Context: an optimization exercise on an open-source flow, tuned for small area and a short achievable clock period. The choices shown serve that exercise and are no tape-out recipe.
At most, simulation tests tie the RTL to the original design; equivalence was not proved.
No functional check of the RTL was part of run 6.
The clock port is modelled as an ideal driver; clocking choices that lean on that would not hold on a real chip.
No activity file was given, so power comes from the tool's default toggle rates.

**design/flow/flow/run.sh**
```bash
#!/bin/bash
# Own layout flow: the standard synthesis (standard.sh synth, unchanged),
# then ORFS's standard layout steps with
#  - timing repair aimed below the 16 ns clock (setup margin in margin.txt),
#  - resizing free to change cell footprints (drive strengths),
#  - plain buf_1 buffers (not delay cells) on all the ports.
# Each step's full output goes to a log file in this folder.
set -uo pipefail
MARGIN=$(cat flow/margin.txt 2>/dev/null || echo 11.9)
bash standard.sh synth > synth.log 2>&1 || { tail -50 synth.log; exit 1; }
bash standard.sh SETUP_SLACK_MARGIN=$MARGIN MATCH_CELL_FOOTPRINT=0 \
  "BUFFER_PORTS_ARGS=-buffer_cell sky130_fd_sc_hd__buf_1" finish > layout.log 2>&1 \
  || { tail -50 layout.log; exit 1; }
tail -5 layout.log
```
**design/flow/flow/margin.txt**
```
11.9
```
**design/flow/standard.sh**
```bash
#!/bin/bash
# synth_recipe.tcl (not shown) runs the flow's synth.tcl, then flattens the netlist and writes it again
# the make line also repeats each setting of config.mk as NAME=value (left out here)
make -C /OpenROAD-flow-scripts/flow DESIGN_CONFIG=/design/flow/config.mk WORK_HOME=/design/flow/orfs CLKGATE_MAP_FILE= SYNTH_SCRIPT=/design/flow/synth_recipe.tcl "${@:-finish}"
```
**design/flow/config.mk**
```make
export PLATFORM = sky130hd
export DESIGN_NAME = FP_Adder
export DESIGN_NICKNAME = FP_Adder
export VERILOG_FILES = /design/flow/design.v
export SDC_FILE = /design/flow/constraint.sdc
export NUM_CORES = 4
export LEC_CHECK = 0
export CAP_MARGIN = 20
export CORE_MARGIN = 2
export CORE_UTILIZATION = 65
export CTS_BUF_LIST = sky130_fd_sc_hd__clkbuf_8
export SLEW_MARGIN = 20
```
**design/flow/constraint.sdc**
```tcl
create_clock -name core_clock -period 16.0 [get_ports {clk}]
set_input_delay 3.2000 -clock core_clock [delete_from_list [all_inputs] [get_ports {clk}]]
set_output_delay 3.2000 -clock core_clock [all_outputs]
set_load 0.01 [all_outputs]
```
**design/flow/design.v**
```verilog
`timescale 1ns / 1ps
module gen_register( clk, rst, data_in, data_out, write_en  );
	parameter WORD_SIZE = 32 ;
	input wire clk, rst, write_en;
	input wire [WORD_SIZE-1:0] data_in;
	output reg [WORD_SIZE-1:0] data_out;
always @ (posedge rst or posedge clk ) begin
	if ( rst ) begin
		data_out <= { WORD_SIZE {1'b0} };
	end else begin
		if(write_en)
			data_out <= data_in;
	end
end
endmodule
`timescale 1ns / 1ps
module fp_adder_stage1
	(
		input  wire [31:0] n1,
		input  wire [31:0] n2,
		output wire [7:0]  exp_a,
		output wire [23:0] sig_a,
		output wire [23:0] sig_b_sh,
		output wire        sign_a,
		output wire        sub
	);
	wire [7:0] e1 = n1[30:23];
	wire [7:0] e2 = n2[30:23];
	wire [23:0] m1 = {|e1, n1[22:0]};
	wire [23:0] m2 = {|e2, n2[22:0]};
	wire [8:0] d12 = {1'b0, e1} - {1'b0, e2};
	wire [7:0] d21 = e2 - e1;
	wire       swap = d12[8];              
	wire [7:0] sh = d12[7] ? d21 : d12[7:0];
	wire       big = sh[7] | sh[6] | sh[5] | (sh[4] & sh[3]);    
	assign exp_a  = swap ? e2 : e1;
	assign sig_a  = swap ? m2 : m1;
	assign sign_a = swap ? n2[31] : n1[31];
	assign sub    = n1[31] ^ n2[31];
	wire [23:0] sig_b = swap ? m1 : m2;
	wire [23:0] s0 = sh[4] ? {16'd0, sig_b[23:16]} : sig_b;
	wire [23:0] s1 = sh[3] ? {8'd0, s0[23:8]} : s0;
	wire [23:0] s2 = sh[2] ? {4'd0, s1[23:4]} : s1;
	wire [23:0] s3 = sh[1] ? {2'd0, s2[23:2]} : s2;
	wire [23:0] s4 = sh[0] ? {1'd0, s3[23:1]} : s3;
	assign sig_b_sh = big ? 24'd0 : s4;
endmodule
`timescale 1ns / 1ps
module fp_adder_stage2
	(
		input  wire [23:0] sig_a,
		input  wire [23:0] sig_b_sh,
		input  wire        sign_a,
		input  wire        sub,
		output wire [24:0] mag,
		output wire        sign
	);
	wire [23:0] b = sig_b_sh ^ {24{sub}};
	wire [23:0] g0 = sig_a & b;
	wire [23:0] p0 = sig_a ^ b;
	wire [24*6-1:0] g;
	wire [24*6-1:0] p;
	assign g[23:0] = g0;
	assign p[23:0] = p0;
	genvar k, i;
	generate
		for (k = 0; k < 5; k = k + 1) begin : lvl
			for (i = 0; i < 24; i = i + 1) begin : bt
				if ((i >> k) & 1) begin : node
					localparam integer J = ((i >> k) << k) - 1;
					assign g[24*(k+1)+i] = g[24*k+i] | (p[24*k+i] & g[24*k+J]);
					assign p[24*(k+1)+i] = p[24*k+i] & p[24*k+J];
				end else begin : pass
					assign g[24*(k+1)+i] = g[24*k+i];
					assign p[24*(k+1)+i] = p[24*k+i];
				end
			end
		end
	endgenerate
	wire [23:0] G = g[24*5 +: 24];
	wire [23:0] P = p[24*5 +: 24];
	wire cout  = G[23];
	wire force_ = sub & ~|sig_b_sh & sig_a[23];
	wire cin   = sub & cout & ~force_;
	wire [23:0] c = {G[22:0], 1'b0} | ({P[22:0], 1'b1} & {24{cin}});
	wire [23:0] s = p0 ^ c;
	wire inv = sub & ~cin;
	assign mag  = {~sub & cout, s ^ {24{inv}}};
	assign sign = sign_a ^ (sub & ~cout);
endmodule
`timescale 1ns / 1ps
module fp_adder_stage3
	(
		input  wire [24:0] mag,
		input  wire        sign,
		input  wire [7:0]  exp_a1,
		input  wire        live,
		output wire [31:0] result
	);
	wire [31:0] x = {mag, 7'd0};
	wire [15:0] v0;
	wire [15:0] c0;
	wire [7:0]  v1;
	wire [15:0] c1;
	wire [3:0]  v2;
	wire [11:0] c2;
	wire [1:0]  v3;
	wire [7:0]  c3;
	genvar j;
	generate
		for (j = 0; j < 16; j = j + 1) begin : l0
			assign v0[j] = x[2*j+1] | x[2*j];
			assign c0[j] = ~x[2*j+1];
		end
		for (j = 0; j < 8; j = j + 1) begin : l1
			assign v1[j] = v0[2*j+1] | v0[2*j];
			assign c1[2*j +: 2] = v0[2*j+1] ? {1'b0, c0[2*j+1]} : {1'b1, c0[2*j]};
		end
		for (j = 0; j < 4; j = j + 1) begin : l2
			assign v2[j] = v1[2*j+1] | v1[2*j];
			assign c2[3*j +: 3] = v1[2*j+1] ? {1'b0, c1[2*(2*j+1) +: 2]} : {1'b1, c1[2*(2*j) +: 2]};
		end
		for (j = 0; j < 2; j = j + 1) begin : l3
			assign v3[j] = v2[2*j+1] | v2[2*j];
			assign c3[4*j +: 4] = v2[2*j+1] ? {1'b0, c2[3*(2*j+1) +: 3]} : {1'b1, c2[3*(2*j) +: 3]};
		end
	endgenerate
	wire       nz = v3[1] | v3[0];
	wire [4:0] lz = v3[1] ? {1'b0, c3[7:4]} : {1'b1, c3[3:0]};
	wire [24:0] n1 = lz[4] ? {mag[8:0], 16'd0} : mag;
	wire [24:0] n2 = lz[3] ? {n1[16:0], 8'd0} : n1;
	wire [24:0] n3 = lz[2] ? {n2[20:0], 4'd0} : n2;
	wire [24:0] n4 = lz[1] ? {n3[22:0], 2'd0} : n3;
	wire [24:0] n5 = lz[0] ? {n4[23:0], 1'd0} : n4;
	wire [7:0] exp_r = exp_a1 - {3'd0, lz};
	wire kill = ~nz | ~live;
	assign result = kill ? 32'd0 : {sign, exp_r, n5[23:1]};
endmodule
`timescale 1ns / 1ps
module FP_Adder
	#(
		parameter FP_SIZE = 32,
		parameter FRAC_SIZE = 23,
		parameter EXP_SIZE = 8
	)
	(
		input clk,
		input rst,
		input enable,
		input[FP_SIZE-1:0]  N1,
		input[FP_SIZE-1:0]  N2,
		input wire valid,
		output reg[FP_SIZE-1:0] result
	);
	reg [31:0] r_n1;
	reg [31:0] r_n2;
	reg        r_valid;
	reg        r_en;
	always @(posedge clk) begin
		r_n1    <= N1;
		r_n2    <= N2;
		r_valid <= valid;
	end
	always @(posedge clk or posedge rst) begin
		if (rst) r_en <= 1'b0;
		else     r_en <= enable;
	end
	wire [7:0]  a_exp_d;
	wire [23:0] a_sig_d;
	wire [23:0] a_bsh_d;
	wire        a_sa_d, a_sub_d;
	fp_adder_stage1 stage_1 (
		.n1(r_n1), .n2(r_n2),
		.exp_a(a_exp_d), .sig_a(a_sig_d), .sig_b_sh(a_bsh_d),
		.sign_a(a_sa_d), .sub(a_sub_d));
	reg [7:0]  a_exp;
	reg [23:0] a_sig;
	reg [23:0] a_bsh;
	reg        a_sa, a_sub;
	reg        a_live;
	always @(posedge clk) begin
		if (r_en) begin
			a_exp <= a_exp_d;
			a_sig <= a_sig_d;
			a_bsh <= a_bsh_d;
			a_sa  <= a_sa_d;
			a_sub  <= a_sub_d;
		end
	end
	always @(posedge clk or posedge rst) begin
		if (rst)       a_live <= 1'b0;
		else if (r_en) a_live <= r_valid;
	end
	wire [24:0] b_mag_d;
	wire        b_sign_d;
	fp_adder_stage2 stage_2 (
		.sig_a(a_sig), .sig_b_sh(a_bsh), .sign_a(a_sa), .sub(a_sub),
		.mag(b_mag_d), .sign(b_sign_d));
	reg [24:0] b_mag;
	reg        b_sign;
	reg [7:0]  b_exp;       
	reg        b_live;
	always @(posedge clk) begin
		if (r_en) begin
			b_mag  <= b_mag_d;
			b_sign <= b_sign_d;
			b_exp  <= a_exp + 8'd1;
		end
	end
	always @(posedge clk or posedge rst) begin
		if (rst)       b_live <= 1'b0;
		else if (r_en) b_live <= a_live;
	end
	wire [31:0] c_result;
	fp_adder_stage3 stage3 (
		.mag(b_mag), .sign(b_sign), .exp_a1(b_exp), .live(b_live),
		.result(c_result));
	always @(posedge clk or posedge rst) begin
		if (rst)       result <= 'd0;
		else if (r_en) result <= c_result;
	end
endmodule
```
==> results of run 1 <==
[cell families (layout without fill, tap and decap cells)]
group | Yosys count | after routing | synth area share, %
xor+xnor | 86 | 86 | 6.79
compound gates | 277 | 277 | 17.1
mux | 84 | 84 | 7.77
simple gates | 326 | 326 | 13.2
flops | 192 | 192 | 44.5
buf+inv | 140 | 237 | 5.06
fa+ha+maj | 48 | 48 | 5.61
[registers in the layout, summed over array words and instances, names as in the netlist]
register and flops:
r_n1 32, r_n2 32, result 32, b_mag 25
a_bsh 24, a_sig 24, a_exp 8, b_exp 8
a_live 1, a_sa 1, a_sub 1, b_live 1
b_sign 1, r_en 1, r_valid 1
[layer usage]
| layer | vias to the layer above | global-route usage (%) | part of all wire (%) |
|---|---|---|---|
| met1 | 4158 | 40.0 | 45 |
| met5 | - | 0 | 0 |
| li1 | 4293 | - | - |
| met2 | 325 | 48.3 | 48 |
| met4 | 0 | 9.82 | 2.3 |
| met3 | 60 | 4.32 | 5.1 |
[path summary, 6_finish.rpt]
kind,depth (start not counted),startpoint,endpoint,slack (ns)
worst max-delay path,1,result[28],result[28],11.77
worst min-delay path,1,r_valid,a_live,0.47
worst max register to register,13,r_n1[24],a_bsh[3],12.05
worst min register to register,1,r_valid,a_live,0.47
max in group asynchronous,3,rst,r_en,12.88
min in group asynchronous,3,rst,result[27],2.78
[through the flow]
step / cells / util [%] / instance area, um^2 / setup WS [ns]
3_3_place_gp: 1415 / 69.7 / 11600 / 11.54
2_1_floorplan: 1153 / - / 11100 / 12.00
4_1_cts: 1454 / 73.1 / 12200 / 11.75
6_report: 1470 / 74.8 / 12400 / 11.77
5_1_grt: 1470 / 74.8 / 12400 / 11.73
3_5_place_dp: 1415 / 69.7 / 11600 / 11.31
[layout make-up]
type                       count  area share, %
tap                          220           2.21
multi-input combinational    821           46.9
clock inverter                15           1.30
timing repair buffer         132           5.75
sequential                   192           39.7
clock buffer                  17           1.88
inverter                      73           2.23
[cells in the final DEF (no fill, tap or decap), drive strengths merged, types with 4 or more instances in the layout]
cell type and n:
nor2b 13, edfxtp 92, dfrtp 35, o211ai 6, xor2 35, and3 8
o22ai 45, a221o 5, nand3 20, clkinv 4, nor3 22, clkbuf 47
nor4 16, and2 12, a221oi 8, o21ai 48, o21bai 4, o31ai 5
a211oi 8, o21a 6, o2bb2ai 9, mux2i 67, dfxtp 65, buf 102
xnor2 51, ha 45, a31oi 8, a21o 28, inv 79, nand2 156
mux2 17, a21oi 59, nor2 63
[timing repair]
action,in CTS,in global routing
cloned,0,1
pin swaps,0,4
gates resized for setup,43,38
endpoints found under the setup margin,84,71
setup buffers,7,15
[power groups by stage]
| stage | Clock, mW | Combinational (mW) | Sequential [mW] |
|---|---|---|---|
| 3_3_place_gp | 0 | 0.749 | 0.743 |
| 4_1_cts | 0.324 | 0.792 | 0.733 |
| 6_report | 0.321 | 0.844 | 0.740 |
| 3_5_place_dp | 0 | 0.762 | 0.744 |
| 2_1_floorplan | 0 | 0.596 | 0.708 |
| 5_1_grt | 0.345 | 0.923 | 0.747 |
==> summary.txt, run 1 <==
Cells and area
  – Layout cells sized above 1: 12.6%
  – Area of the multi-input gates: slightly below 0.006 mm^2
  – Synth-to-Final Area Change: 12.2%
  – N_diodes: 0
  – FF+latch area: between 0.004 and 0.005 mm^2
  – Nets@finish: 1353
  – Fillers: 1213

Logic synthesis
  – Async set-reset flop share out of synthesis: 18.2%
  – Post-synthesis cell count: 1153
  – Synth Cell Area: 0.0111 mm^2
  – Post-synth EDFFs: 92
  – Post-synthesis sequential area ratio: 44.5%
  – Synth top area cells: edfxtp_1, dfxtp_1, dfrtp_1, mux2i_1, nand2_1
  – Synthesized area per cell: ~9.6 um^2
  – Post-synthesis register bit count: 192
  – Distinct cell type count after synthesis: 73
  – YS warnings: 1
  – Leading area contributor after synthesis: edfxtp_1
  – Most common cell in the synthesized netlist: nand2_1
  – Top cell type's share of synthesized area: 24.9%
  – Net Count, Synth: 1269
  – Synth Flop Type: edfxtp_1
  – Commonest cells in the synthesized netlist: nand2_1, edfxtp_1, inv_1, mux2i_1, dfxtp_1

Setup path
  – Worst path max stage delay: 0.42 ns
  – Crit-path max FO: 2
  – Worst path cell trace: buf_6
  – Critical path type: flop to output port
  – Critical path arrival: between 1 and 1.5 ns
  – CP Capture Type: output port
  – Worst path bufs/invs: 1
  – Critical Path RT: 12.80 ns
  – Crit path max-delay cell type: dfrtp_1
  – CP delay by family, top: flip-flops
  – Startpoint Class: flop

Power and ir drop
  – Switch share: just under 40%
  – Overall Power: between 1.5 and 2 mW
  – Clock power frac: 16.8%
  – Leak pwr: 5.16 nW
  – Power Density: 153 mW/mm^2
  – Comb pwr share: 44.3%
  – Max rail drop VDD: around 0.077 mV
  – Internal: 1.15 mW
  – Flop pwr share: between 30% and 40%
  – P_sw: 0.753 mW

Die
  – Initial core utilization: 66.7%
  – Die Wd: 135 um
  – Core area: 0.0166 mm^2
  – Site Rows: 47
  – I/O pins: 100
  – Chip Height: 135 um
  – Die Area: about 0.018 mm^2

Clocking
  – CTS sink cnt: 192
  – Worst-path clk slew: 0.11 ns
  – Num CTS Buffers: 17
  – CTS tree: yes
  – CTS H-tree lvls: 4
  – Worst skew pair latency: between 0.4 and 0.5 ns
  – Maximum buffer depth of the clock tree: 2
  – Hold-fix buffers at CTS: 0
  – CTS Root Cell: clkbuf_8

Routing
  – Vias/cell: 6.01
  – Post-route ant nets: 0
  – DRT iter0 DRCs: 725
  – DR vias: ~9000
  – WL final: 26600 um
  – TritonRoute pass-1 iters: 6
  – Drt wl/cell: approximately 18 um
  – DRC viols: 0

GRT
  – Vias in the first global route: slightly above 8000
  – Total GRT Usage: 29.3%
  – GRT Residual Overflow: 0
  – Global-route wire length before repair: between 40000 and 50000 um
  – Initial antenna violation count: 0
  – Largest net degree at the start of global routing: 71

Timing
  – Setup Skew: 0.0196 ns
  – Worst Hold Slack: between 0.4 and 0.5 ns
  – Final Setup Violations: 0
  – Max Slew Vio Count: 0
  – Relative slew slack: 46.2%
  – Max Freq: between 0.2 and 0.25 GHz
  – Setup_tns: 0 ns
  – Final min period: roughly 4.2 ns
  – RSZ-0062 raised after global routing: yes
  – Final hold violation count: 0
  – Slew @ Worst Pin: approximately 0.8 ns
  – Period utilization: 26.4%

Placed design
  – Final GP Congestion: ~0.96
  – Dpl hpwl: 19200 um
  – Port buffer count: 99

Outcome
  – Status: complete, no violations

Job
  – Maxcap violations: 0

Worst hold path
  – HP Class: flop to flop
==> inputs of run 2 (changes only) <==
--- a/design/flow/config.mk
+++ b/design/flow/config.mk
@@ -7,6 +7,6 @@
 export LEC_CHECK = 0
 export CAP_MARGIN = 20
 export CORE_MARGIN = 2
-export CORE_UTILIZATION = 65
+export CORE_UTILIZATION = 80
 export CTS_BUF_LIST = sky130_fd_sc_hd__clkbuf_8
 export SLEW_MARGIN = 20
==> summary.txt, run 2 <==
Cells and area
  – Biggest regs: r_n1: 32 flops, r_n2: 32 flops, result: 32 flops
  – Nets@finish: approximately 1400
  – Most frequent cells in the layout: nand2_1, edfxtp_1, inv_1
  – Final Util: between 90 and 100%
  – Most common cell after layout, fill and taps aside: nand2_1
  – Layout cells sized above 1: 13.6%
  – Final Instance Area: 0.0125 mm^2
  – Synth-to-Final Area Change: 13.0%

Setup path
  – Worst path cell trace: clkbuf_2
  – CP Capture Type: output port
  – CP delay by family, top: flip-flops
  – Crit-path max FO: 2
  – Critical Path RT: around 13 ns
  – Startpoint Class: flop
  – Worst path depth: 1
  – Worst R2R Path Depth: 14
  – Worst path bufs/invs: 1
  – Crit path max-delay cell type: dfrtp_1
  – Critical path type: flop to output port
  – Worst path max stage delay: 0.44 ns
  – Critical path arrival: approximately 1.1 ns

Logic synthesis
  – Synth top area cells: edfxtp_1, dfxtp_1, dfrtp_1, mux2i_1, nand2_1
  – Post-synthesis mux area share: 7.77%
  – Post-synthesis cell count: around 1200
  – Leading area contributor after synthesis: edfxtp_1
  – Net Count, Synth: between 1000 and 1500
  – Most common cell in the synthesized netlist: nand2_1
  – Post-synthesis register bit count: 192
  – YS warnings: 1
  – Post-synth EDFFs: 92
  – Synth Area in Compound Gates: 17.1%
  – Post-synthesis sequential area ratio: 44.5%
  – Synthesized area per cell: 9.63 um^2
  – Synth Cell Area: 0.0111 mm^2
  – Synth Area in Simple Gates: 13.2%
  – Synth Flop Type: edfxtp_1
  – Commonest cells in the synthesized netlist: nand2_1, edfxtp_1, inv_1, mux2i_1, dfxtp_1
  – Combinational family with the most area after synthesis: compound AO/OA/AOI/OAI gates
  – Xor/xnor share of the synthesized area: 6.79%
  – Distinct cell type count after synthesis: 73
  – Post-Synth Adder-Cell Area: 5.61%
  – Async set-reset flop share out of synthesis: a little under a fifth
  – Top cell type's share of synthesized area: about a quarter

Timing
  – Final min period: 4.28 ns
  – Period utilization: 26.8%
  – Max Freq: 0.234 GHz
  – Setup_tns: 0 ns
  – Final Setup Violations: 0
  – Worst setup margin: 11.72 ns
  – Relative slew slack: 41.2%
  – RSZ-0062 raised after global routing: yes
  – Setup Skew: 0.0143 ns
  – Max Slew Vio Count: 0
  – Final hold violation count: 0
  – Slew @ Worst Pin: 0.873 ns

GRT
  – Global-route wire length before repair: about 48000 um
  – GR peak layer: met2
  – GR Util met1: around 50%
  – GRT Residual Overflow: 0
  – Met2 global-route usage: 70.4%
  – Largest net degree at the start of global routing: 70
  – Initial antenna violation count: 0
  – Vias in the first global route: 9149
  – Met3 Usage GRT: 9.88%
  – Total GRT Usage: around 43%

Power and ir drop
  – Leak pwr: roughly 5.2 nW
  – Max rail drop VDD: around 0.14 mV
  – Overall Power: 2.05 mW
  – Power Density: 164 mW/mm^2

Placed design
  – Final GP Congestion: between 0.9 and 1
  – Port buffer count: 99
  – Dpl hpwl: 20600 um
  – Dpl ws: ~11 ns
  – Placed cell areas: 0.0116 mm^2

Clocking
  – Worst-path clk slew: ~0.11 ns
  – Maximum buffer depth of the clock tree: 2
  – Hold-fix buffers at CTS: 0
  – Worst skew pair latency: 0.50 ns
  – Num CTS Buffers: 17
  – CTS tree: yes
  – CTS sink cnt: between 150 and 200
  – CTS H-tree lvls: 4
  – CTS Root Cell: clkbuf_8

Die
  – Die Area: 0.0148 mm^2
  – Die Wd: 122 um
  – Chip Height: 122 um
  – Initial core utilization: 80.9%
  – Site Rows: 43
  – I/O pins: 100
  – Core area: roughly 0.014 mm^2

Routing
  – Post-route ant nets: 0
  – Drt wl/cell: 24.1 um
  – DRC viols: 0
  – TritonRoute pass-1 iters: 13
  – DRT iter0 DRCs: 1831
  – DR vias: ~10000
  – Vias/cell: between 7 and 8
  – WL final: 34700 um

Worst hold path
  – Hold Crit Depth: 1
  – HP Class: flop to flop

Outcome
  – Status: complete, no violations

Job
  – Maxcap violations: 0
==> run 2: changes by cell type in the layout (fill, tap and decap cells not counted), moves of 3 or more <==
cell      previous run  this run
buf_4               28        38
buf_6                4         8
clkbuf_2            29        25
dfxtp_2              3         0
==> run 2: layer usage <==
layer	wire length (um)	share of wire [%]	up-vias
li1	-	-	4325
met1	11400	33	4687
met2	16100	46	1062
met3	4110	12	367
met4	3140	9.0	0
met5	0	0	-
==> run 2: path summary, 6_finish.rpt <==
| check | start | end | slack [ns] |
|---|---|---|---|
| worst min register to register | r_valid | a_live | 0.50 |
| worst max register to register | a_sub | b_mag[22] | 11.72 |
| worst max-delay path | result[2] | result[2] | 11.72 |
| worst min-delay path | r_valid | a_live | 0.50 |
| max in group asynchronous | rst | r_en | 12.84 |
| min in group asynchronous | rst | result[17] | 2.79 |
==> run 2: logic make-up (layout without fill, tap and decap cells) <==
kind of cell / Yosys count / after routing
other: 0 / 1
muxes: 84 / 84
DFF: 192 / 192
and+or+nand+nor: 326 / 326
AOI/OAI and AO/OA: 277 / 277
buffers and inverters: 140 / 248
xor gates and xnor gates: 86 / 86
adders and majority gates: 48 / 48
==> run 2: where the power goes <==
group	leakage (nW)	switching [mW]	internal (mW)	total, mW
clock network	0.214	0.194	0.145	0.339
logic	3.14	0.567	0.400	0.967
registers	1.90	0.112	0.633	0.745
==> run 2: repair_timing <==
| item | in CTS | in global routing |
|---|---|---|
| buffers inserted | 8 | 23 |
| endpoints found under the setup margin | 83 | 81 |
| gates resized for setup | 43 | 55 |
| cloned | 0 | 2 |
| pin swaps | 0 | 7 |
==> run 2: final cells by class <==
class,count,area [um^2]
Fill cell,532,1180
Sequential cell,192,4950
Timing Repair Buffer,143,851
Clock buffer,17,234
Multi-Input combinational cell,821,5830
Antenna cell,1,2.50
Inverter,73,278
Tap cell,180,225
Clock inverter,15,173
==> run 2: per-stage QoR <==
| step | hold slack, ns | instances |
|---|---|---|
| 3_3_place_gp | 0.446 | 1376 |
| 2_1_floorplan | 0.439 | 1153 |
| 3_5_place_dp | 0.471 | 1376 |
| 5_1_grt | 0.499 | 1441 |
| 4_1_cts | 0.481 | 1416 |
| 6_report | 0.502 | 1442 |
==> inputs of run 3 (changes only) <==
==> design/flow/flow/margin.txt (replaced) <==
11.7
--- a/design/flow/config.mk
+++ b/design/flow/config.mk
@@ -7,6 +7,6 @@
 export LEC_CHECK = 0
 export CAP_MARGIN = 20
 export CORE_MARGIN = 2
-export CORE_UTILIZATION = 80
+export CORE_UTILIZATION = 65
 export CTS_BUF_LIST = sky130_fd_sc_hd__clkbuf_8
 export SLEW_MARGIN = 20
==> summary.txt, run 3 <==
Timing
  – Setup_tns: 0 ns
  – Final Setup Violations: 0
  – RSZ-0062 raised after global routing: yes
  – Setup Skew: 0.0201 ns
  – Relative slew slack: ~47%
  – Max Slew Vio Count: 0
  – Period utilization: 26.4%
  – Final hold violation count: 0
  – Final min period: 4.23 ns
  – Worst setup margin: 11.77 ns
  – Max Freq: between 0.2 and 0.25 GHz
  – Slew @ Worst Pin: 0.788 ns

Routing
  – DRC viols: 0
  – WL final: 26600 um
  – DR vias: 8796
  – DRT iter0 DRCs: 845
  – TritonRoute pass-1 iters: 6
  – Post-route ant nets: 0
  – Vias/cell: 6.08
  – Drt wl/cell: 18.4 um

Cells and area
  – Most common cell after layout, fill and taps aside: nand2_1
  – FF+latch area: 0.00494 mm^2
  – Fillers: 1277
  – N_diodes: 0
  – Layout cells sized above 1: 7.67%
  – Final instance count without filler cells: 1446
  – Nets@finish: between 1000 and 1500
  – Biggest regs: r_n1: 32 flops, r_n2: 32 flops, result: 32 flops
  – Most frequent cells in the layout: nand2_1, buf_1, edfxtp_1
  – Area of the multi-input gates: 0.00577 mm^2
  – Final Instance Area: between 0.01 and 0.015 mm^2
  – Synth-to-Final Area Change: 9.12%

Setup path
  – Worst path cell trace: buf_1
  – Startpoint Class: flop
  – Worst setup endpoint: result[2]
  – Worst path max stage delay: 0.40 ns
  – Worst path depth: 1
  – Crit path max-delay cell type: dfrtp_1
  – CP Capture Type: output port
  – CP delay by family, top: flip-flops
  – Crit-path max FO: 2
  – Setup crit start: result[2]
  – Critical path arrival: 1.03 ns
  – Critical path type: flop to output port
  – Worst r2r src: r_n1[29]
  – Register-to-Register Setup Slack: about 12 ns
  – Worst reg2reg path endpoint: a_bsh[22]
  – Worst R2R Path Depth: 11
  – Worst path bufs/invs: 1
  – Critical Path RT: 12.80 ns

GRT
  – Total GRT Usage: about 30%
  – Initial antenna violation count: 0
  – Largest net degree at the start of global routing: 70
  – Global-route wire length before repair: ~42000 um
  – GRT Residual Overflow: 0
  – Vias in the first global route: about 8200

Clocking
  – Post-CTS Setup Bufs: 0
  – CTS tree: yes
  – Worst-path clk slew: 0.10 ns
  – Worst skew pair latency: 0.47 ns
  – CTS Root Cell: clkbuf_8
  – Maximum buffer depth of the clock tree: 2
  – Num CTS Buffers: 17
  – CTS sink cnt: 192
  – CTS H-tree lvls: 4

Placed design
  – Port buffer count: 99
  – Dpl hpwl: 19600 um
  – Placed cell areas: 0.0116 mm^2
  – Final GP Congestion: 0.988
  – Dpl cells: ~1400
  – Dpl ws: ~11 ns

Power and ir drop
  – Leak pwr: 4.92 nW
  – Power Density: 153 mW/mm^2
  – Max rail drop VDD: between 0.08 and 0.09 mV
  – Overall Power: 1.85 mW

Logic synthesis
  – Most common cell in the synthesized netlist: nand2_1
  – Synth top area cells: edfxtp_1, dfxtp_1, dfrtp_1, mux2i_1, nand2_1
  – Async set-reset flop share out of synthesis: 18.2%
  – Top cell type's share of synthesized area: between 20% and 30%
  – Distinct cell type count after synthesis: 73
  – Commonest cells in the synthesized netlist: nand2_1, edfxtp_1, inv_1, mux2i_1, dfxtp_1
  – Post-synthesis sequential area ratio: 44.5%
  – Net Count, Synth: 1269
  – Synth Flop Type: edfxtp_1
  – Synthesized area per cell: 9.63 um^2
  – Post-synth EDFFs: 92
  – Leading area contributor after synthesis: edfxtp_1
  – Synth Cell Area: 0.0111 mm^2
  – YS warnings: 1
  – Post-synthesis cell count: 1153
  – Post-synthesis register bit count: 192

Die
  – Die Area: 0.0181 mm^2
  – Die Wd: 135 um
  – Core area: 0.0166 mm^2
  – Initial core utilization: around two thirds
  – Site Rows: 47
  – I/O pins: 100
  – Chip Height: 135 um

Outcome
  – Status: complete, no violations

Job
  – Maxcap violations: 0

Worst hold path
  – HP Class: flop to flop
==> run 3: power by group <==
group          switching (mW)  leakage (nW)  internal (mW)
Clock                   0.180         0.198          0.135
Sequential              0.106          1.90          0.633
Combinational           0.458          2.83          0.336
==> run 3: timing repair <==
action                     CTS  global route
hold buffers                 0             0
setup endpoints to repair   32            45
hold endpoints to repair     0             0
resized for setup            9            21
pin swaps                    0             0
==> run 3: cells by family after synthesis <==
logic type	Yosys count	synth area share (%)
buffers and inverters	140	5.06
AO/OA/AOI/OAI	277	17.1
flip-flops	192	44.5
AND/OR/NAND/NOR	326	13.2
XOR/XNOR	86	6.79
adder cells (fa/ha/maj)	48	5.61
multiplexers	84	7.77
==> run 3: layout make-up <==
class                   count  area share (%)
clock buffers              19            2.16
clock inverters            13            1.04
inverters                  73            2.26
multi-input cells         821            47.7
flip-flops and latches    192            40.8
well taps                 220            2.27
repair buffers            108            3.78
==> run 3: stage by stage <==
step,hold WS (ns),utilization [%]
6_report,0.488,72.8
5_1_grt,0.507,72.8
4_1_cts,0.485,72.2
3_5_place_dp,0.463,69.6
3_3_place_gp,0.444,69.6
2_1_floorplan,0.439,-
==> run 3: how the worst min path moves through the flow <==
stage,depth (start not counted),slack (ns),startpoint,endpoint
global route,1,0.51,r_valid,a_live
detailed placement,1,0.46,r_valid,a_live
floorplan,1,0.44,r_valid,a_live
finish,1,0.49,r_valid,a_live
global placement,1,0.44,r_valid,a_live
CTS,1,0.48,r_valid,a_live
==> run 3: metal layers <==
metal	share of wire, %	vias up	wire length (um)	track usage [%]
li1	-	4253	-	-
met1	44	4141	11600	40.4
met2	48	339	12800	48.7
met3	5.8	63	1550	4.80
met4	2.5	0	665	10.5
met5	0	-	0	0
==> inputs of run 4 (changes only) <==
==> design/flow/flow/margin.txt (replaced) <==
11.8
==> summary.txt, run 4 <==
Cells and area
  – Fillers: 1226
  – Layout cells sized above 1: 11.9%
  – Final Instance Area: 0.0123 mm^2
  – Synth-to-Final Area Change: 11.2%
  – Biggest regs: r_n1: 32 flops, r_n2: 32 flops, result: 32 flops
  – Nets@finish: 1350
  – Most frequent cells in the layout: nand2_1, edfxtp_1, inv_1
  – Most common cell after layout, fill and taps aside: nand2_1
  – N_diodes: 0

Logic synthesis
  – Synth Cell Area: 0.0111 mm^2
  – Most common cell in the synthesized netlist: nand2_1
  – Post-synthesis cell count: 1153
  – Post-synth EDFFs: a little over 90
  – YS warnings: 1
  – Post-synthesis register bit count: about 190
  – Async set-reset flop share out of synthesis: 18.2%
  – Net Count, Synth: 1269
  – Synth top area cells: edfxtp_1, dfxtp_1, dfrtp_1, mux2i_1, nand2_1
  – Distinct cell type count after synthesis: 73
  – Commonest cells in the synthesized netlist: nand2_1, edfxtp_1, inv_1, mux2i_1, dfxtp_1
  – Synth Flop Type: edfxtp_1
  – Post-synthesis sequential area ratio: between 40 and 50%
  – Top cell type's share of synthesized area: 24.9%
  – Synthesized area per cell: 9.63 um^2
  – Leading area contributor after synthesis: edfxtp_1

GRT
  – Total GRT Usage: 30.0%
  – GRT Residual Overflow: 0
  – Vias in the first global route: 8304
  – Global-route wire length before repair: around 43000 um
  – Initial antenna violation count: 0
  – Largest net degree at the start of global routing: 70

Timing
  – Max Slew Vio Count: 0
  – Relative slew slack: 48.0%
  – Slew @ Worst Pin: roughly 0.78 ns
  – Final hold violation count: 0
  – Final Setup Violations: 0
  – RSZ-0062 raised after global routing: yes
  – Setup_tns: 0 ns
  – Period utilization: about a quarter
  – Max Freq: 0.237 GHz
  – Final min period: approximately 4.2 ns
  – Worst setup margin: between 10 and 15 ns
  – Setup Skew: 0.0175 ns

Routing
  – DR vias: around 9000
  – DRT iter0 DRCs: 952
  – Vias/cell: between 6 and 7
  – TritonRoute pass-1 iters: 6
  – Drt wl/cell: 18.3 um
  – DRC viols: 0
  – Post-route ant nets: 0
  – WL final: 26900 um

Power and ir drop
  – Leak pwr: slightly above 5 nW
  – Power Density: 154 mW/mm^2
  – Max rail drop VDD: 0.0887 mV

Die
  – Die Wd: 135 um
  – Die Area: 0.0181 mm^2
  – Core area: 0.0166 mm^2
  – Initial core utilization: 66.7%
  – Chip Height: 135 um
  – I/O pins: 100
  – Site Rows: 47

Placed design
  – Placed cell areas: around 0.012 mm^2
  – Dpl hpwl: 19600 um
  – Final GP Congestion: approximately 0.99
  – Dpl ws: approximately 11 ns
  – Port buffer count: 99

Setup path
  – Startpoint Class: flop
  – Crit path max-delay cell type: dfrtp_1
  – Worst path bufs/invs: 1
  – Worst path max stage delay: roughly 0.42 ns
  – CP delay by family, top: flip-flops
  – Critical Path RT: 12.80 ns
  – CP Capture Type: output port
  – Critical path arrival: 1.02 ns
  – Crit-path max FO: 2
  – Worst path cell trace: clkbuf_2
  – Critical path type: flop to output port

Clocking
  – Worst-path clk slew: 0.10 ns
  – CTS H-tree lvls: 4
  – CTS Root Cell: clkbuf_8
  – Maximum buffer depth of the clock tree: 2
  – CTS sink cnt: 192
  – Num CTS Buffers: 17
  – Worst skew pair latency: 0.47 ns
  – CTS tree: yes

Worst hold path
  – HP Class: flop to flop

Outcome
  – Status: complete, no violations

Job
  – Maxcap violations: 0
-- run 4: final timing paths --
path,end,slack [ns],cells after the start,from
max,result[2],11.78,1,result[2]
min,a_live,0.49,1,r_valid
max reg2reg,a_bsh[22],11.94,11,r_n1[28]
min reg2reg,a_live,0.49,1,r_valid
max in group asynchronous,r_en,12.84,3,rst
min in group asynchronous,result[7],2.80,3,rst
-- run 4: cells by family after synthesis --
family | Yosys count | synth area share, %
AND/OR/NAND/NOR | 326 | 13.2
buffers and inverters | 140 | 5.06
flip-flops | 192 | 44.5
XOR/XNOR | 86 | 6.79
adder cells (fa/ha/maj) | 48 | 5.61
AO/OA/AOI/OAI | 277 | 17.1
multiplexers | 84 | 7.77
-- run 4: cell type report --
type                            instances  area, um^2  share of cell area [%]
Sequential cell                       192        4940                    40.1
Tap cell                              220         275                    2.23
Inverter                               73         278                    2.25
Clock buffer                           19         262                    2.12
Timing Repair Buffer                  129         656                    5.31
Multi-Input combinational cell        821        5800                    47.0
Clock inverter                         13         126                    1.02
-- run 4: where the power goes --
group	switching [mW]	internal (mW)
registers	0.106	0.633
logic	0.471	0.370
clock network	0.179	0.135
-- run 4: what timing repair did --
item                                    4_1_cts  5_1_grt
endpoints found under the setup margin       68       81
pin swaps                                     0        3
setup buffers                                 8       13
hold buffers                                  0        0
gates resized for setup                      28       38
-- run 4: metrics by stage --
step	power, mW	hold WS, ns	util [%]	cells
finish	1.89	0.490	74.1	1467
detailed placement	1.51	0.463	69.6	1414
global route	2.00	0.506	74.1	1467
floorplan	1.30	0.439	-	1153
global placement	1.49	0.444	69.6	1414
CTS	1.84	0.485	72.8	1454
-- run 4: worst register-to-register path, delay by kind of cell (launching register included) --
| kind | cells | cell delay, ns |
|---|---|---|
| fa+ha+maj | 1 | 0.41 |
| simple gates | 4 | 1.62 |
| buf+inv | 1 | 0.07 |
| flops | 1 | 0.42 |
| compound gates | 5 | 1.37 |
-- run 4: routing by layer --
layer  routed length [um]  GRT usage (%)
met1                11600           40.5
met2                13000           49.3
met3                 1580           4.84
met4                  637           10.7
met5                    0              0
==> inputs of run 5 (changes only) <==
==> design/flow/flow/run.sh (replaced) <==
#!/bin/bash
# Own layout flow: the standard synthesis (standard.sh synth, unchanged),
# then ORFS's standard layout steps with
#  - timing repair aimed below the 16 ns clock (setup margin in margin.txt),
#  - resizing free to change cell footprints (drive strengths),
#  - plain buffers on the ports: buf_2 on the outputs (out_buffers.tcl,
#    run before global placement), buf_1 on the inputs,
#  - the output register's flip-flops at drive strength 4 (before CTS).
# Each step's full output goes to a log file in this folder.
set -uo pipefail
HERE=$(pwd)
MARGIN=$(cat flow/margin.txt 2>/dev/null || echo 11.9)
bash standard.sh synth > synth.log 2>&1 || { tail -50 synth.log; exit 1; }
export PRE_GLOBAL_PLACE_TCL=$HERE/flow/out_buffers.tcl
export PRE_CTS_TCL=$HERE/flow/out_flops.tcl
bash standard.sh SETUP_SLACK_MARGIN=$MARGIN MATCH_CELL_FOOTPRINT=0 \
  "BUFFER_PORTS_ARGS=-inputs -buffer_cell sky130_fd_sc_hd__buf_1" finish > layout.log 2>&1 \
  || { tail -50 layout.log; exit 1; }
tail -5 layout.log
==> design/flow/flow/margin.txt (replaced) <==
11.95
==> design/flow/flow/out_buffers.tcl (new file) <==
# buffer the output ports with buf_2 (the inputs get buf_1 from ORFS's own call)
buffer_ports -outputs -buffer_cell sky130_fd_sc_hd__buf_2
==> design/flow/flow/out_flops.tcl (new file) <==
# the output register drives the output buffers: use its strongest size
foreach inst [get_cells -quiet {result*}] {
  if {[get_property $inst ref_name] eq "sky130_fd_sc_hd__dfrtp_1"} {
    replace_cell $inst sky130_fd_sc_hd__dfrtp_4
  }
}
==> summary.txt, run 5 <==
Power and ir drop
  – Flop pwr share: between 40% and 50%
  – Clock power frac: about 17%
  – P_sw: roughly 0.76 mW
  – Comb pwr share: approximately 41%
  – Max rail drop VDD: roughly 0.084 mV
  – Switch share: 40.3%
  – Power Density: between 150 and 200 mW/mm^2
  – Leak pwr: between 4 and 5 nW
  – Internal: approximately 1.1 mW
  – Overall Power: 1.89 mW

Logic synthesis
  – Distinct cell type count after synthesis: 73
  – Leading area contributor after synthesis: edfxtp_1
  – Net Count, Synth: around 1300
  – Async set-reset flop share out of synthesis: between 10% and 20%
  – Most common cell in the synthesized netlist: nand2_1
  – Post-synthesis sequential area ratio: approximately 45%
  – Post-synthesis cell count: 1153
  – Commonest cells in the synthesized netlist: nand2_1, edfxtp_1, inv_1, mux2i_1, dfxtp_1
  – Post-synthesis register bit count: roughly 190
  – Top cell type's share of synthesized area: about 25%
  – Post-synth EDFFs: 92
  – Synth Flop Type: edfxtp_1
  – Synthesized area per cell: about 9.6 um^2
  – YS warnings: 1
  – Synth Cell Area: 0.0111 mm^2
  – Synth top area cells: edfxtp_1, dfxtp_1, dfrtp_1, mux2i_1, nand2_1

Setup path
  – Critical path arrival: 1.01 ns
  – CP Capture Type: output port
  – Critical Path RT: 12.80 ns
  – Critical path type: flop to output port
  – Crit-path max FO: 2
  – Startpoint Class: flop

Routing
  – DR vias: 8713
  – Vias/cell: 6.08
  – Drt wl/cell: 18.8 um
  – TritonRoute pass-1 iters: 6
  – WL final: approximately 27000 um
  – DRT iter0 DRCs: ~750
  – Post-route ant nets: 0
  – DRC viols: 0

Clocking
  – CTS tree: yes
  – Worst-path clk slew: 0.11 ns
  – Hold-fix buffers at CTS: 0
  – CTS sink cnt: between 150 and 200
  – Num CTS Buffers: 17
  – Worst skew pair latency: 0.50 ns

Cells and area
  – Most common cell after layout, fill and taps aside: nand2_1
  – Nets@finish: 1316
  – Synth-to-Final Area Change: 11.4%
  – Most frequent cells in the layout: nand2_1, edfxtp_1, inv_1
  – Final instance count without filler cells: 1433
  – Layout cells sized above 1: 12.9%
  – Final Instance Area: ~0.012 mm^2
  – N_diodes: 0
  – Biggest regs: r_n1: 32 flops, r_n2: 32 flops, result: 32 flops

GRT
  – Global-route wire length before repair: 42400 um
  – Vias in the first global route: 8131
  – Largest net degree at the start of global routing: 70
  – Total GRT Usage: 29.9%
  – GRT Residual Overflow: 0
  – Initial antenna violation count: 0

Placed design
  – Placed cell areas: 0.0115 mm^2
  – Dpl hpwl: 19400 um
  – Final GP Congestion: 0.945
  – Port buffer count: 99
  – Dpl cells: 1383

Timing
  – Final hold violation count: 0
  – Final min period: roughly 4.2 ns
  – Relative slew slack: 45.2%
  – Slew @ Worst Pin: 0.822 ns
  – Final Setup Violations: 0
  – RSZ-0062 raised after global routing: yes
  – Max Freq: 0.237 GHz
  – Setup Skew: ~0.020 ns
  – Setup_tns: 0 ns
  – Max Slew Vio Count: 0
  – Period utilization: 26.3%

Die
  – Site Rows: 47
  – Die Wd: 135 um
  – Die Area: around 0.018 mm^2
  – Initial core utilization: about two thirds
  – Core area: around 0.017 mm^2
  – Chip Height: 135 um
  – I/O pins: 100

Job
  – Maxcap violations: 0

Worst hold path
  – HP Class: flop to flop

Outcome
  – Status: complete, no violations
[run 5: changes by cell type in the layout (fill, tap and decap cells not counted), sizes merged]
cell / before / now
clkbuf: 47 / 18
buf: 101 / 94
clkinv: 2 / 5
clkinvlp: 3 / 2
[run 5: per-layer routing]
layer	GRT usage [%]	share of wire [%]	vias up
li1	-	-	4227
met1	41.1	44	4087
met2	49.5	49	342
met3	3.45	5.6	57
met4	10.4	2.2	0
met5	0	0	-
[run 5: layout make-up]
cell class	instances	area, um^2
multi-input cells	821	5850
flip-flops and latches	192	5070
fillers	1241	4280
repair buffers	95	507
inverters	73	278
well taps	220	275
clock buffers	17	234
clock inverters	15	148
[run 5: power by group through the flow]
stage / clock [mW] / combinational [mW] / sequential (mW)
after global placement: 0 / 0.707 / 0.764
after CTS: 0.320 / 0.740 / 0.781
final: 0.319 / 0.782 / 0.786
after global routing: 0.339 / 0.853 / 0.794
after floorplan: 0 / 0.596 / 0.708
after detailed placement: 0 / 0.721 / 0.767
[run 5: path summary, 6_finish.rpt]
kind	start	end	slack [ns]	depth (start not counted)
setup / recovery	result[13]	result[13]	11.79	0
hold / removal	r_valid	a_live	0.49	1
setup reg to reg	r_n1[24]	a_bsh[22]	12.05	12
hold reg to reg	r_valid	a_live	0.49	1
max in group asynchronous	rst	result[23]	12.85	3
min in group asynchronous	rst	result[16]	2.78	3
[run 5: logic make-up after synthesis]
| group | after synthesis | share of synthesized area (%) |
|---|---|---|
| and+or+nand+nor | 326 | 13.2 |
| AOI/OAI and AO/OA | 277 | 17.1 |
| DFF | 192 | 44.5 |
| buffers and inverters | 140 | 5.06 |
| xor gates and xnor gates | 86 | 6.79 |
| muxes | 84 | 7.77 |
| adders and majority gates | 48 | 5.61 |
[run 5: stage by stage]
stage | hold WS (ns) | util (%) | worst slack (ns)
after floorplan | 0.439 | - | 12.00
after global placement | 0.446 | 68.9 | 11.53
after detailed placement | 0.459 | 68.9 | 11.29
after CTS | 0.489 | 72.6 | 11.78
after global routing | 0.511 | 74.3 | 11.78
final | 0.489 | 74.3 | 11.79
[run 5: timing repair]
action	CTS	global route
pin swaps	1	8
buffers inserted	0	17
resized for setup	26	25
endpoints found under the setup margin	89	73
gates cloned	0	1
==> inputs of run 6 (changes only) <==
--- a/design/flow/design.v
+++ b/design/flow/design.v
@@ -53,6 +53,7 @@
 		input  wire        sign_a,
 		input  wire        sub,
 		output wire [24:0] mag,
+		output wire        inv,
 		output wire        sign
 	);
 	wire [23:0] b = sig_b_sh ^ {24{sub}};
@@ -84,19 +85,21 @@
 	wire cin   = sub & cout & ~force_;
 	wire [23:0] c = {G[22:0], 1'b0} | ({P[22:0], 1'b1} & {24{cin}});
 	wire [23:0] s = p0 ^ c;
-	wire inv = sub & ~cin;
-	assign mag  = {~sub & cout, s ^ {24{inv}}};
+	assign inv = sub & ~cin;
+	assign mag  = {~sub & cout, s};
 	assign sign = sign_a ^ (sub & ~cout);
 endmodule
 `timescale 1ns / 1ps
 module fp_adder_stage3
 	(
-		input  wire [24:0] mag,
+		input  wire [24:0] mag_x,
+		input  wire        inv,
 		input  wire        sign,
 		input  wire [7:0]  exp_a1,
 		input  wire        live,
 		output wire [31:0] result
 	);
+	wire [24:0] mag = {mag_x[24], mag_x[23:0] ^ {24{inv}}};
 	wire [31:0] x = {mag, 7'd0};
 	wire [15:0] v0;
 	wire [15:0] c0;
@@ -174,14 +177,14 @@
 		.exp_a(a_exp_d), .sig_a(a_sig_d), .sig_b_sh(a_bsh_d),
 		.sign_a(a_sa_d), .sub(a_sub_d));
 	reg [7:0]  a_exp;
-	reg [23:0] a_sig;
+	reg [22:0] a_sig;       
 	reg [23:0] a_bsh;
 	reg        a_sa, a_sub;
 	reg        a_live;
 	always @(posedge clk) begin
 		if (r_en) begin
 			a_exp <= a_exp_d;
-			a_sig <= a_sig_d;
+			a_sig <= a_sig_d[22:0];
 			a_bsh <= a_bsh_d;
 			a_sa  <= a_sa_d;
 			a_sub  <= a_sub_d;
@@ -193,16 +196,19 @@
 	end
 	wire [24:0] b_mag_d;
 	wire        b_sign_d;
+	wire        b_inv_d;
 	fp_adder_stage2 stage_2 (
-		.sig_a(a_sig), .sig_b_sh(a_bsh), .sign_a(a_sa), .sub(a_sub),
-		.mag(b_mag_d), .sign(b_sign_d));
-	reg [24:0] b_mag;
+		.sig_a({|a_exp, a_sig}), .sig_b_sh(a_bsh), .sign_a(a_sa), .sub(a_sub),
+		.mag(b_mag_d), .inv(b_inv_d), .sign(b_sign_d));
+	reg [24:0] b_mag;       
+	reg        b_inv;
 	reg        b_sign;
 	reg [7:0]  b_exp;       
 	reg        b_live;
 	always @(posedge clk) begin
 		if (r_en) begin
 			b_mag  <= b_mag_d;
+			b_inv  <= b_inv_d;
 			b_sign <= b_sign_d;
 			b_exp  <= a_exp + 8'd1;
 		end
@@ -213,7 +219,7 @@
 	end
 	wire [31:0] c_result;
 	fp_adder_stage3 stage3 (
-		.mag(b_mag), .sign(b_sign), .exp_a1(b_exp), .live(b_live),
+		.mag_x(b_mag), .inv(b_inv), .sign(b_sign), .exp_a1(b_exp), .live(b_live),
 		.result(c_result));
 	always @(posedge clk or posedge rst) begin
 		if (rst)       result <= 'd0;
==> design/flow/flow/run.sh (replaced) <==
#!/bin/bash
# Own layout flow: the standard synthesis (standard.sh synth, unchanged),
# then ORFS's standard layout steps with
#  - timing repair aimed below the 16 ns clock (setup margin in margin.txt),
#  - resizing free to change cell footprints (drive strengths),
#  - plain buf_1 buffers (not delay cells) on all the ports.
# Each step's full output goes to a log file in this folder.
set -uo pipefail
MARGIN=$(cat flow/margin.txt 2>/dev/null || echo 11.9)
bash standard.sh synth > synth.log 2>&1 || { tail -50 synth.log; exit 1; }
bash standard.sh SETUP_SLACK_MARGIN=$MARGIN MATCH_CELL_FOOTPRINT=0 \
  "BUFFER_PORTS_ARGS=-buffer_cell sky130_fd_sc_hd__buf_1" finish > layout.log 2>&1 \
  || { tail -50 layout.log; exit 1; }
tail -5 layout.log
==> design/flow/flow/margin.txt (replaced) <==
11.8
removed: design/flow/flow/out_buffers.tcl
removed: design/flow/flow/out_flops.tcl
==> summary.txt, run 6 <==
Timing
  – Slew @ Worst Pin: 0.781 ns
  – Setup_tns: 0 ns
  – Period utilization: a little over a quarter
  – Final hold violation count: 0
  – Max Freq: ~0.24 GHz
  – RSZ-0062 raised after global routing: yes
  – Max Slew Vio Count: 0
  – Relative slew slack: 48.0%
  – Setup Skew: 0.0242 ns
  – Worst setup margin: 11.76 ns
  – Worst Hold Slack: 0.479 ns
  – Final Setup Violations: 0
  – Final min period: 4.24 ns

Setup path
  – Worst R2R Path Depth: 18
  – Worst path bufs/invs: 1
  – Critical Path RT: 12.80 ns
  – Worst path cell trace: clkbuf_2
  – Crit-path max FO: 2
  – Crit path max-delay cell type: dfrtp_1
  – Worst r2r src: b_inv
  – CP Capture Type: output port
  – Startpoint Class: flop
  – Critical path arrival: between 1 and 1.5 ns
  – CP delay by family, top: flip-flops
  – Worst reg2reg path endpoint: result[30]
  – Critical path type: flop to output port
  – Register-to-Register Setup Slack: 11.93 ns
  – Worst path max stage delay: approximately 0.42 ns

Clocking
  – Worst skew pair latency: around 0.5 ns
  – CTS H-tree lvls: 4
  – Maximum buffer depth of the clock tree: 2
  – Worst-path clk slew: 0.11 ns
  – Num CTS Buffers: 17
  – CTS tree: yes
  – CTS Root Cell: clkbuf_8
  – CTS sink cnt: 192

Worst hold path
  – Hold Crit Depth: 1
  – End of the worst hold path: a_live
  – HP Class: flop to flop
  – Hold Path Origin: r_valid

Logic synthesis
  – Top cell type's share of synthesized area: 22.6%
  – Post-synthesis register bit count: 192
  – Async set-reset flop share out of synthesis: 18.2%
  – Commonest cells in the synthesized netlist: nand2_1, edfxtp_1, inv_1, nor2_1, a21oi_1
  – Synth top area cells: edfxtp_1, dfxtp_1, dfrtp_1, nand2_1, ha_1
  – Distinct cell type count after synthesis: 95
  – Synth Flop Type: edfxtp_1
  – Most common cell in the synthesized netlist: nand2_1
  – Net Count, Synth: 1441
  – Synthesized area per cell: 9.23 um^2
  – Leading area contributor after synthesis: edfxtp_1
  – YS warnings: 1
  – Synth Cell Area: 0.0122 mm^2
  – Post-synthesis sequential area ratio: 40.4%
  – Post-synthesis cell count: 1323
  – Post-synth EDFFs: 92

GRT
  – GRT Residual Overflow: 0
  – Global-route wire length before repair: about 50000 um
  – Largest net degree at the start of global routing: 73
  – Total GRT Usage: 31.0%
  – Vias in the first global route: ~9500
  – Initial antenna violation count: 0

Placed design
  – Dpl cells: 1590
  – Final GP Congestion: 0.986
  – Dpl ws: 11.36 ns
  – Port buffer count: 99
  – Dpl hpwl: 22900 um
  – Placed cell areas: about 0.013 mm^2

Cells and area
  – Biggest regs: r_n1: 32 flops, r_n2: 32 flops, result: 32 flops
  – Most common cell after layout, fill and taps aside: nand2_1
  – Area of the multi-input gates: 0.00672 mm^2
  – Nets@finish: 1521
  – Final instance count without filler cells: 1651
  – FF+latch area: 0.00494 mm^2
  – Fillers: 1448
  – Layout cells sized above 1: about an eighth
  – Synth-to-Final Area Change: 9.89%
  – Final Util: 72.2%
  – Final Instance Area: roughly 0.013 mm^2
  – Most frequent cells in the layout: nand2_1, edfxtp_1, inv_1

Routing
  – DRT iter0 DRCs: ~740
  – Vias/cell: 6.23
  – DR vias: 10300
  – TritonRoute pass-1 iters: 6
  – WL final: slightly above 30000 um
  – Wire length on met3: about 1500 um
  – Drt wl/cell: 18.7 um
  – Top Layer Used: met4
  – DRT met1 WL: between 10000 and 15000 um
  – WL met2: 15500 um
  – Post-route ant nets: 0
  – DRC viols: 0

Power and ir drop
  – Clock power frac: 16.2%
  – Power Density: about 140 mW/mm^2
  – Internal: between 1 and 1.5 mW
  – Switch share: a little over two fifths
  – Max rail drop VDD: 0.0829 mV
  – Overall Power: 1.87 mW
  – Flop pwr share: 38.6%
  – Comb pwr share: a little under half
  – Leak pwr: approximately 5.6 nW
  – P_sw: 0.782 mW

Die
  – Core area: approximately 0.019 mm^2
  – Site Rows: 50
  – Die Area: between 0.015 and 0.02 mm^2
  – Die Wd: roughly 140 um
  – I/O pins: 100
  – Initial core utilization: 65.7%
  – Chip Height: around 140 um

Outcome
  – Status: complete, no violations

Job
  – Maxcap violations: 0
==> run 6: power by group through the flow <==
stage,Clock [mW],Sequential [mW],Combinational (mW)
floorplan,0,0.697,0.605
global placement,0,0.728,0.771
detailed placement,0,0.728,0.779
CTS,0.308,0.717,0.798
global route,0.324,0.731,0.923
finish,0.302,0.721,0.844
==> run 6: cell families (layout without fill, tap and decap cells) <==
| group | Yosys count | after routing | share of synthesized area, % |
|---|---|---|---|
| adders and majority gates | 50 | 50 | 5.37 |
| buffers and inverters | 166 | 258 | 5.87 |
| DFF | 192 | 192 | 40.4 |
| muxes | 66 | 66 | 5.86 |
| AOI/OAI and AO/OA | 356 | 356 | 20.4 |
| other | 0 | 1 | 0 |
| and+or+nand+nor | 406 | 407 | 15.6 |
| xor gates and xnor gates | 87 | 87 | 6.45 |
==> run 6: metal layers <==
metal / vias to the layer above / GRT usage (%)
met4: 0 / 15.3
met3: 94 / 4.28
met5: - / 0
met1: 4843 / 38.0
li1: 4975 / -
met2: 372 / 53.9
==> run 6: layout make-up <==
type	count	area share, %
antenna	1	0.0186
clock buffer	18	1.85
clock inverter	14	0.913
inverter	83	2.43
multi-input combinational	966	50.0
sequential	192	36.8
tap	234	2.18
timing repair buffer	143	5.75
==> run 6: what timing repair did <==
item | CTS | global route
setup endpoints to repair | 42 | 58
hold buffers | 0 | 0
setup buffers | 6 | 20
gates resized for setup | 28 | 44
pin swaps | 1 | 2
cloned | 1 | 1
==> run 6: worst register-to-register path, cell delays in order, from the launching register on <==
cell       delay [ns]
edfxtp_1         0.43
clkbuf_16        0.23
or4_1            0.59
mux2i_4          0.20
nand2_4          0.12
nor2_8           0.13
inv_2            0.11
o32a_1           0.36
buf_4            0.22
inv_8            0.16
ha_1             0.25
nor2b_1          0.13
o21ai_0          0.14
nand2b_1         0.12
a21o_1           0.19
a21o_1           0.20
nor3_2           0.13
xnor2_1          0.14
o22ai_1          0.09
==> run 6: how the worst max path moves through the flow <==
stage / endpoint / depth (start not counted) / slack, ns / startpoint
2_1_floorplan: a_live / 1 / 12.02 / rst
5_1_grt: result[18] / 1 / 11.72 / result[18]
3_3_place_gp: result[30] / 18 / 11.43 / b_inv
3_5_place_dp: result[30] / 18 / 11.36 / b_inv
4_1_cts: result[18] / 1 / 11.73 / result[18]
6_report: result[18] / 1 / 11.76 / result[18]

-- separate check: timing with driven ports --
In the flow no input, the clock included, has a driving cell. The finished layouts below were timed again as built, in two steps.
Step 1, drivers: a clkbuf_16 drives clk and a buf_2 each remaining input, both assumed.
Step 2 times the ports against the registers' clock, not the clock port: input delays grow and output delays shrink by t, the midpoint of the rising clock arrivals with the driver on.
Slacks: no drivers / after step 1 / after step 2; pairs: no drivers / after step 1.
run | t (ns) | slack for setup (ns) | worst setup path after step 2 | worst data-port slew with drivers (ns)
run 1 | 0.506 | 11.773 / 11.733 / 12.050 | register to register | 0.03
run 2 | 0.540 | 11.718 / 11.674 / 11.724 | register to register | 0.05
run 3 | 0.502 | 11.773 / 11.731 / 11.812 | register to register | 0.04
run 4 | 0.502 | 11.782 / 11.740 / 11.940 | register to register | 0.03
run 5 | 0.530 | 11.788 / 11.744 / 12.054 | register to register | 0.03
run 6 | 0.515 | 11.760 / 11.719 / 11.934 | register to register | 0.03
After both steps setup and hold are still met in every run listed.
